Background: an optimization exercise with open tools, aiming at small area and a short achievable clock period. Do not read the settings as production practice. In this exercise RTL edits were held to simulation tests only and were not proved equivalent to the original. Power figures rest on the tool's default switching activity, not on a simulated workload.

// DSP
module DSP(A, B, C, D, clk, rst_n, P);
input  [17:0] A, B, D;
input  [47:0] C;
input clk, rst_n;
output reg [47:0] P;
reg  [17:0] s1, s2, s3, a1;
reg  [4:0] ah;
reg  [30:0] y0;
reg  [30:0] y1;
reg  [30:0] y2;
reg  [47:0] z0;
reg  [47:0] z1;
wire pp1;
wire pp2;
wire pp3;
wire pp4;
wire pp5;
wire pp6;
wire pp7;
wire pp8;
wire pp9;
wire pp10;
wire pp11;
wire pp12;
wire pp13;
wire pp14;
wire pp15;
wire pp16;
wire pp17;
wire pp18;
wire pp19;
wire pp20;
wire pp21;
wire pp22;
wire pp23;
wire pp24;
wire pp25;
wire pp26;
wire pp27;
wire pp28;
wire pp29;
wire pp30;
wire pp31;
wire pp32;
wire pp33;
wire pp34;
wire pp35;
wire pp36;
wire pp37;
wire pp38;
wire pp39;
wire pp40;
wire pp41;
wire pp42;
wire pp43;
wire pp44;
wire pp45;
wire pp46;
wire pp47;
wire pp48;
wire pp49;
wire pp50;
wire pp51;
wire pp52;
wire pp53;
wire pp54;
wire pp55;
wire pp56;
wire pp57;
wire pp58;
wire pp59;
wire pp60;
wire pp61;
wire pp62;
wire pp63;
wire pp64;
wire pp65;
wire pp66;
wire pp67;
wire pp68;
wire pp69;
wire pp70;
wire pp71;
wire pp72;
wire pp73;
wire pp74;
wire pp75;
wire pp76;
wire pp77;
wire pp78;
wire pp79;
wire pp80;
wire pp81;
wire pp82;
wire pp83;
wire pp84;
wire pp85;
wire pp86;
wire pp87;
wire pp88;
wire pp89;
wire pp90;
wire pp91;
wire pp92;
wire pp93;
wire pp94;
wire pp95;
wire pp96;
wire pp97;
wire pp98;
wire pp99;
wire pp100;
wire pp101;
wire pp102;
wire pp103;
wire pp104;
wire pp105;
wire pp106;
wire pp107;
wire pp108;
wire pp109;
wire pp110;
wire pp111;
wire pp112;
wire pp113;
wire pp114;
wire pp115;
wire pp116;
wire pp117;
wire pp118;
wire pp119;
wire pp120;
wire pp121;
wire pp122;
wire pp123;
wire pp124;
wire pp125;
wire pp126;
wire pp127;
wire pp128;
wire pp129;
wire pp130;
wire pp131;
wire pp132;
wire pp133;
wire pp134;
wire pp135;
wire pp136;
wire pp137;
wire pp138;
wire pp139;
wire pp140;
wire pp141;
wire pp142;
wire pp143;
wire pp144;
wire pp145;
wire pp146;
wire pp147;
wire pp148;
wire pp149;
wire pp150;
wire pp151;
  ...
Size: roughly 1400 cells after synthesis, ~290 flip-flops.
==> flow/config.mk <==
export PLATFORM = sky130hd
export DESIGN_NAME = DSP
export DESIGN_NICKNAME = DSP
export VERILOG_FILES = /design/flow/design.v
export SDC_FILE = /design/flow/constraint.sdc
export NUM_CORES = 4
export LEC_CHECK = 0
export CAP_MARGIN = 20
export CORE_MARGIN = 2
export CORE_UTILIZATION = 40
export CTS_BUF_LIST = sky130_fd_sc_hd__clkbuf_8
export CTS_CLUSTER_SIZE = 20
export SETUP_SLACK_MARGIN = 3.9
export SLEW_MARGIN = 20
export SYNTH_HIERARCHICAL = 1
==> flow/constraint.sdc <==
create_clock -name core_clock -period 7.0 [get_ports {clk}]
set_input_delay 1.4000 -clock core_clock [delete_from_list [all_inputs] [get_ports {clk}]]
set_output_delay 1.4000 -clock core_clock [all_outputs]
set_load 0.01 [all_outputs]
standard.sh (not shown) runs the stock make flow with config.mk's settings and CLKGATE_MAP_FILE= SYNTH_SCRIPT=/design/flow/synth_recipe.tcl, a recipe that flattens the netlist after the stock synthesis.
==> flow/flow/run.sh <==
#!/bin/bash
# The standard layout, with two changes to how it is made:
#  - the port buffers are plain sky130 buf_1 cells (the default pick is a slow delay cell),
#  - timing repair may swap cells across footprints (so it can resize those buffers).
set -euo pipefail
bash standard.sh "BUFFER_PORTS_ARGS=-buffer_cell sky130_fd_sc_hd__buf_1" MATCH_CELL_FOOTPRINT=0 finish > standard.log 2>&1
The baseline finished with timing, DRC and antenna clean.
Change:
CTS_BUF_LIST = unset   (was sky130_fd_sc_hd__clkbuf_8)
CTS_CLUSTER_SIZE = unset   (was 20)
SETUP_SLACK_MARGIN = 4.3   (was 3.9)
What happened: The new run went through all stages and came out clean. Wire length goes up by about 7%. Worst hold slack stays flat. Total power is higher by about 7%. Die area does not change. Worst setup slack improved by 0.061 ns. Global-route usage climbs by 0.68 points. Design area grows by 7.3%. Synthesized area does not change.

[afterwards: timing with drivers on the ports]
How much do the figures lean on ideal ports? The routed layouts below were timed once more, with nothing changed but the port constraints.
Step 1 (the two cells are an assumption about what drives the block):
set clk [get_ports {clk}]
set_driving_cell -lib_cell sky130_fd_sc_hd__clkbuf_16 $clk
set_driving_cell -lib_cell sky130_fd_sc_hd__buf_2 [delete_from_list [all_inputs] $clk]
Step 2 adds t to the input delays and takes it off the output delays; t is the mean of the earliest and latest rising clock arrival at the registers after step 1. Input paths then give back, and output paths get back, about the clock's delay inside the block.
a / b / c = no drivers / after step 1 / after step 2; a / b = the first two.
| run | shift t [ns] | setup slack, ns | hold slack, ns | worst setup path after step 2 |
|---|---|---|---|---|
| the first run | 0.661 | 3.974 / 3.974 / 3.362 | 0.339 / 0.339 / 0.339 | input to register |
| the second run | 0.629 | 4.034 / 4.054 / 3.424 | 0.339 / 0.339 / 0.339 | input to register |
After both steps every run listed still meets setup and hold. For the first run, which loses most, drivers alone change the setup slack by 0.000 ns; drivers and shift together by -0.612 ns.
